Background: an optimization exercise with open tools, aiming at small area, a short achievable clock period and few clock cycles per item. Do not read the settings as production practice. Function was checked by simulation only, so behaviour that the tests miss may differ from the original. Power and IR drop assume default switching activity.

run 1:
==> flow/design.v <==
module single_divider (Clk, a_in, d_in, q_out, r_out);
input Clk;
input [7:0] a_in, d_in;
output [7:0] q_out, r_out;
wire [0:0] x0 = a_in[7:7];
wire [1:0] b_0;
wire [0:0] df_0;
assign b_0[0] = 1'b0;
assign df_0[0] = x0[0] ^ d_in[0] ^ b_0[0];
assign b_0[1] = (~x0[0] & d_in[0]) | (~(x0[0] ^ d_in[0]) & b_0[0]);
wire ge_0 = (d_in[7:1] == 0) && !b_0[1];
wire [0:0] r1 = ge_0 ? df_0 : x0;
wire [0:0] qq1 = {ge_0};
wire [6:0] aa1 = a_in[6:0];
wire [1:0] x1 = {r1, aa1[6:6]};
wire [2:0] b_1;
wire [1:0] df_1;
assign b_1[0] = 1'b0;
assign df_1[0] = x1[0] ^ d_in[0] ^ b_1[0];
assign b_1[1] = (~x1[0] & d_in[0]) | (~(x1[0] ^ d_in[0]) & b_1[0]);
assign df_1[1] = x1[1] ^ d_in[1] ^ b_1[1];
assign b_1[2] = (~x1[1] & d_in[1]) | (~(x1[1] ^ d_in[1]) & b_1[1]);
wire ge_1 = (d_in[7:2] == 0) && !b_1[2];
wire [1:0] r2 = ge_1 ? df_1 : x1;
wire [1:0] qq2 = {qq1, ge_1};
wire [5:0] aa2 = aa1[5:0];
wire [2:0] x2 = {r2, aa2[5:5]};
wire [3:0] b_2;
wire [2:0] df_2;
assign b_2[0] = 1'b0;
assign df_2[0] = x2[0] ^ d_in[0] ^ b_2[0];
assign b_2[1] = (~x2[0] & d_in[0]) | (~(x2[0] ^ d_in[0]) & b_2[0]);
assign df_2[1] = x2[1] ^ d_in[1] ^ b_2[1];
assign b_2[2] = (~x2[1] & d_in[1]) | (~(x2[1] ^ d_in[1]) & b_2[1]);
assign df_2[2] = x2[2] ^ d_in[2] ^ b_2[2];
assign b_2[3] = (~x2[2] & d_in[2]) | (~(x2[2] ^ d_in[2]) & b_2[2]);
wire ge_2 = (d_in[7:3] == 0) && !b_2[3];
wire [2:0] r3 = ge_2 ? df_2 : x2;
wire [2:0] qq3 = {qq2, ge_2};
wire [4:0] aa3 = aa2[4:0];
reg [2:0] r_p1;
always @(posedge Clk) r_p1 <= r3;
reg [4:0] a_p1;
always @(posedge Clk) a_p1 <= aa3;
reg [2:0] q_p1;
always @(posedge Clk) q_p1 <= qq3;
reg [7:0] d_p1;
always @(posedge Clk) d_p1 <= d_in;
wire [3:0] x3 = {r_p1, a_p1[4:4]};
wire [4:0] b_3;
wire [3:0] df_3;
assign b_3[0] = 1'b0;
assign df_3[0] = x3[0] ^ d_p1[0] ^ b_3[0];
assign b_3[1] = (~x3[0] & d_p1[0]) | (~(x3[0] ^ d_p1[0]) & b_3[0]);
assign df_3[1] = x3[1] ^ d_p1[1] ^ b_3[1];
assign b_3[2] = (~x3[1] & d_p1[1]) | (~(x3[1] ^ d_p1[1]) & b_3[1]);
assign df_3[2] = x3[2] ^ d_p1[2] ^ b_3[2];
assign b_3[3] = (~x3[2] & d_p1[2]) | (~(x3[2] ^ d_p1[2]) & b_3[2]);
assign df_3[3] = x3[3] ^ d_p1[3] ^ b_3[3];
assign b_3[4] = (~x3[3] & d_p1[3]) | (~(x3[3] ^ d_p1[3]) & b_3[3]);
wire ge_3 = (d_p1[7:4] == 0) && !b_3[4];
wire [3:0] r4 = ge_3 ? df_3 : x3;
wire [3:0] qq4 = {q_p1, ge_3};
wire [3:0] aa4 = a_p1[3:0];
wire [4:0] x4 = {r4, aa4[3:3]};
wire [5:0] b_4;
wire [4:0] df_4;
assign b_4[0] = 1'b0;
assign df_4[0] = x4[0] ^ d_p1[0] ^ b_4[0];
assign b_4[1] = (~x4[0] & d_p1[0]) | (~(x4[0] ^ d_p1[0]) & b_4[0]);
assign df_4[1] = x4[1] ^ d_p1[1] ^ b_4[1];
assign b_4[2] = (~x4[1] & d_p1[1]) | (~(x4[1] ^ d_p1[1]) & b_4[1]);
assign df_4[2] = x4[2] ^ d_p1[2] ^ b_4[2];
assign b_4[3] = (~x4[2] & d_p1[2]) | (~(x4[2] ^ d_p1[2]) & b_4[2]);
assign df_4[3] = x4[3] ^ d_p1[3] ^ b_4[3];
assign b_4[4] = (~x4[3] & d_p1[3]) | (~(x4[3] ^ d_p1[3]) & b_4[3]);
assign df_4[4] = x4[4] ^ d_p1[4] ^ b_4[4];
assign b_4[5] = (~x4[4] & d_p1[4]) | (~(x4[4] ^ d_p1[4]) & b_4[4]);
wire ge_4 = (d_p1[7:5] == 0) && !b_4[5];
wire [4:0] r5 = ge_4 ? df_4 : x4;
wire [4:0] qq5 = {qq4, ge_4};
wire [2:0] aa5 = aa4[2:0];
reg [4:0] r_p2;
always @(posedge Clk) r_p2 <= r5;
reg [2:0] a_p2;
always @(posedge Clk) a_p2 <= aa5;
reg [4:0] q_p2;
always @(posedge Clk) q_p2 <= qq5;
reg [7:0] d_p2;
always @(posedge Clk) d_p2 <= d_p1;
wire [5:0] x5 = {r_p2, a_p2[2:2]};
wire [6:0] b_5;
wire [5:0] df_5;
assign b_5[0] = 1'b0;
assign df_5[0] = x5[0] ^ d_p2[0] ^ b_5[0];
assign b_5[1] = (~x5[0] & d_p2[0]) | (~(x5[0] ^ d_p2[0]) & b_5[0]);
assign df_5[1] = x5[1] ^ d_p2[1] ^ b_5[1];
assign b_5[2] = (~x5[1] & d_p2[1]) | (~(x5[1] ^ d_p2[1]) & b_5[1]);
assign df_5[2] = x5[2] ^ d_p2[2] ^ b_5[2];
assign b_5[3] = (~x5[2] & d_p2[2]) | (~(x5[2] ^ d_p2[2]) & b_5[2]);
assign df_5[3] = x5[3] ^ d_p2[3] ^ b_5[3];
assign b_5[4] = (~x5[3] & d_p2[3]) | (~(x5[3] ^ d_p2[3]) & b_5[3]);
assign df_5[4] = x5[4] ^ d_p2[4] ^ b_5[4];
assign b_5[5] = (~x5[4] & d_p2[4]) | (~(x5[4] ^ d_p2[4]) & b_5[4]);
assign df_5[5] = x5[5] ^ d_p2[5] ^ b_5[5];
assign b_5[6] = (~x5[5] & d_p2[5]) | (~(x5[5] ^ d_p2[5]) & b_5[5]);
wire ge_5 = (d_p2[7:6] == 0) && !b_5[6];
wire [5:0] r6 = ge_5 ? df_5 : x5;
wire [5:0] qq6 = {q_p2, ge_5};
wire [1:0] aa6 = a_p2[1:0];
wire [6:0] x6 = {r6, aa6[1:1]};
wire [7:0] b_6;
wire [6:0] df_6;
assign b_6[0] = 1'b0;
assign df_6[0] = x6[0] ^ d_p2[0] ^ b_6[0];
assign b_6[1] = (~x6[0] & d_p2[0]) | (~(x6[0] ^ d_p2[0]) & b_6[0]);
assign df_6[1] = x6[1] ^ d_p2[1] ^ b_6[1];
assign b_6[2] = (~x6[1] & d_p2[1]) | (~(x6[1] ^ d_p2[1]) & b_6[1]);
assign df_6[2] = x6[2] ^ d_p2[2] ^ b_6[2];
assign b_6[3] = (~x6[2] & d_p2[2]) | (~(x6[2] ^ d_p2[2]) & b_6[2]);
assign df_6[3] = x6[3] ^ d_p2[3] ^ b_6[3];
assign b_6[4] = (~x6[3] & d_p2[3]) | (~(x6[3] ^ d_p2[3]) & b_6[3]);
assign df_6[4] = x6[4] ^ d_p2[4] ^ b_6[4];
assign b_6[5] = (~x6[4] & d_p2[4]) | (~(x6[4] ^ d_p2[4]) & b_6[4]);
assign df_6[5] = x6[5] ^ d_p2[5] ^ b_6[5];
assign b_6[6] = (~x6[5] & d_p2[5]) | (~(x6[5] ^ d_p2[5]) & b_6[5]);
assign df_6[6] = x6[6] ^ d_p2[6] ^ b_6[6];
assign b_6[7] = (~x6[6] & d_p2[6]) | (~(x6[6] ^ d_p2[6]) & b_6[6]);
wire ge_6 = (d_p2[7:7] == 0) && !b_6[7];
wire [6:0] r7 = ge_6 ? df_6 : x6;
wire [6:0] qq7 = {qq6, ge_6};
wire [0:0] aa7 = aa6[0:0];
reg [6:0] r_p3;
always @(posedge Clk) r_p3 <= r7;
reg [0:0] a_p3;
always @(posedge Clk) a_p3 <= aa7;
reg [6:0] q_p3;
always @(posedge Clk) q_p3 <= qq7;
reg [7:0] d_p3;
always @(posedge Clk) d_p3 <= d_p2;
wire [7:0] x7 = {r_p3, a_p3[0:0]};
wire ge_7_1 = 1'b1 && (x7 >= d_p3[7:0]);
wire [7:0] df_7_1 = x7 - d_p3[7:0];
wire [7:0] r8 = ge_7_1 ? df_7_1 : x7;
wire [7:0] qq8 = {q_p3, ge_7_1};
reg [7:0] r_p4;
always @(posedge Clk) r_p4 <= r8;
reg [7:0] q_p4;
always @(posedge Clk) q_p4 <= qq8;
assign q_out = q_p4;
assign r_out = r_p4;
endmodule
`timescale 1 ns / 100 ps
module Out_of_Order_divider (clk, rst, start, memory_write_complete, dd_addr, dd_data, qr_we, qr_addr, qr_data);
input clk, rst, start;
output memory_write_complete;
output [4:0] dd_addr;
input [15:0] dd_data;
output qr_we;
output [4:0] qr_addr;
output [15:0] qr_data;
reg [5:0] cnt;
wire last = cnt[5] && (cnt[1:0] == 2'd3);
always @(posedge clk, posedge rst)
begin
  if (rst)
    cnt <= 6'd0;
  else if (last)
    cnt <= 6'd0;
  else if (start || cnt != 6'd0)
    cnt <= cnt + 6'd1;
end
wire [5:0] wcnt = cnt - 6'd4;
assign dd_addr = cnt[4:0];
assign qr_we = (cnt >= 6'd4);
assign qr_addr = wcnt[4:0];
assign memory_write_complete = last;
single_divider divider (.Clk(clk), .a_in(dd_data[15:8]), .d_in(dd_data[7:0]), .q_out(qr_data[15:8]), .r_out(qr_data[7:0]));
endmodule
export LEC_CHECK = 0
export ABC_AREA = 1
export CAP_MARGIN = 20
export CORE_MARGIN = 2
export CORE_UTILIZATION = 40
export PLACE_DENSITY = 0.6
export SETUP_SLACK_MARGIN = 2.8
export SLEW_MARGIN = 20
create_clock -name core_clock -period 6.0 [get_ports {clk}]
standard.sh (not shown) runs the stock make flow with config.mk's settings and CLKGATE_MAP_FILE= SYNTH_SCRIPT=/design/flow/synth_recipe.tcl, a recipe that flattens the netlist after the stock synthesis.
==> flow/flow/run.sh <==
#!/bin/bash
# Layout flow: the standard layout (standard.sh: ORFS from synthesis to
# finish) with three changes to how the layout is made:
#  - synthesis leaves the adders to ABC (ADDER_MAP_FILE empty, so no full- or
#    half-adder cells are extracted) and ABC restructures the divider's borrow
#    chains for delay; the registers come out exactly as in the standard run;
#  - every input and output port is buffered by a sky130_fd_sc_hd__buf_1;
#  - clock tree synthesis inserts no dummy loads (-dont_use_dummy_load).
# The tools' full output goes to standard.log; ORFS keeps its per-step logs
# under orfs/logs.
set -euo pipefail
bash standard.sh BUFFER_PORTS_ARGS="-buffer_cell sky130_fd_sc_hd__buf_1" ADDER_MAP_FILE= \
  CTS_ARGS="-sink_clustering_enable -repair_clock_nets -dont_use_dummy_load" finish > standard.log 2>&1
Testbench counts of run 1, summed over its fixed seeds: cycles 6,912, jobs 192.
For run 2, these inputs were changed with respect to run 1:
- SETUP_SLACK_MARGIN: 2.8 -> 3.1
==> flow/flow/run.sh <==
#!/bin/bash
set -euo pipefail
bash standard.sh BUFFER_PORTS_ARGS="-buffer_cell sky130_fd_sc_hd__buf_1" ADDER_MAP_FILE= CTS_ARGS="-sink_clustering_enable -repair_clock_nets -dont_use_dummy_load" finish > standard.log 2>&1
--- outcome ---
Run 2: flow completed, timing, DRC and antenna clean. Sequential standard cell area on run 2 is up relative to run 1. Compared with run 1, run 2 has extra setup slack. When run 2 is set beside run 1, its transition at the pin with the smallest max-transition slack turns out to be 0.15 ns larger. [compare] base=run 1 new=run 2: proportion of cell area occupied by registers now sits lower, worst-case hold slack fell 0.012 ns, via density per instance now sits at about the same level, proportion of power drawn by combinational gates went up 0.6 points, fraction of met1 tracks used by global routing went up 0.52 points. The fraction of the mapped netlist area in adder cells of run 2 and that of run 1 are within noise of each other. Against run 1 as the reference, run 2 delivers a higher count of plain and timing-repair buffers. Endpoint required time on the critical path delta (run 1 -> run 2): insignificant.

afterwards: timing with drivers on the ports:
The results above use ideal ports. As a check the final layouts listed here were re-extracted and re-timed, cells and wires unchanged.
Step 1 (the two cells are an assumption about what drives the block):
set clk [get_ports {clk}]
set_driving_cell -lib_cell sky130_fd_sc_hd__clkbuf_16 $clk
set_driving_cell -lib_cell sky130_fd_sc_hd__buf_2 [delete_from_list [all_inputs] $clk]
Step 2 adds t to the input delays and takes it off the output delays; t is the mean of the earliest and latest rising clock arrival at the registers after step 1. Input paths then give back, and output paths get back, about the clock's delay inside the block.
Slacks: no drivers / after step 1 / after step 2; pairs: no drivers / after step 1.
run	t, ns	slack for setup (ns)	slew at the worst register clock pin (ns)	worst slew at a driven data input, ns	pins driven straight from the clock port
run 1	0.372	3.126 / 3.136 / 2.764	0.10 / 0.10	0.03	1
run 2	0.378	3.172 / 3.183 / 2.805	0.09 / 0.09	0.03	1
After both steps setup and hold are still met in every run listed. The setup slack of run 2, which loses most, moves by +0.011 ns with the drivers and by -0.367 ns with both steps.
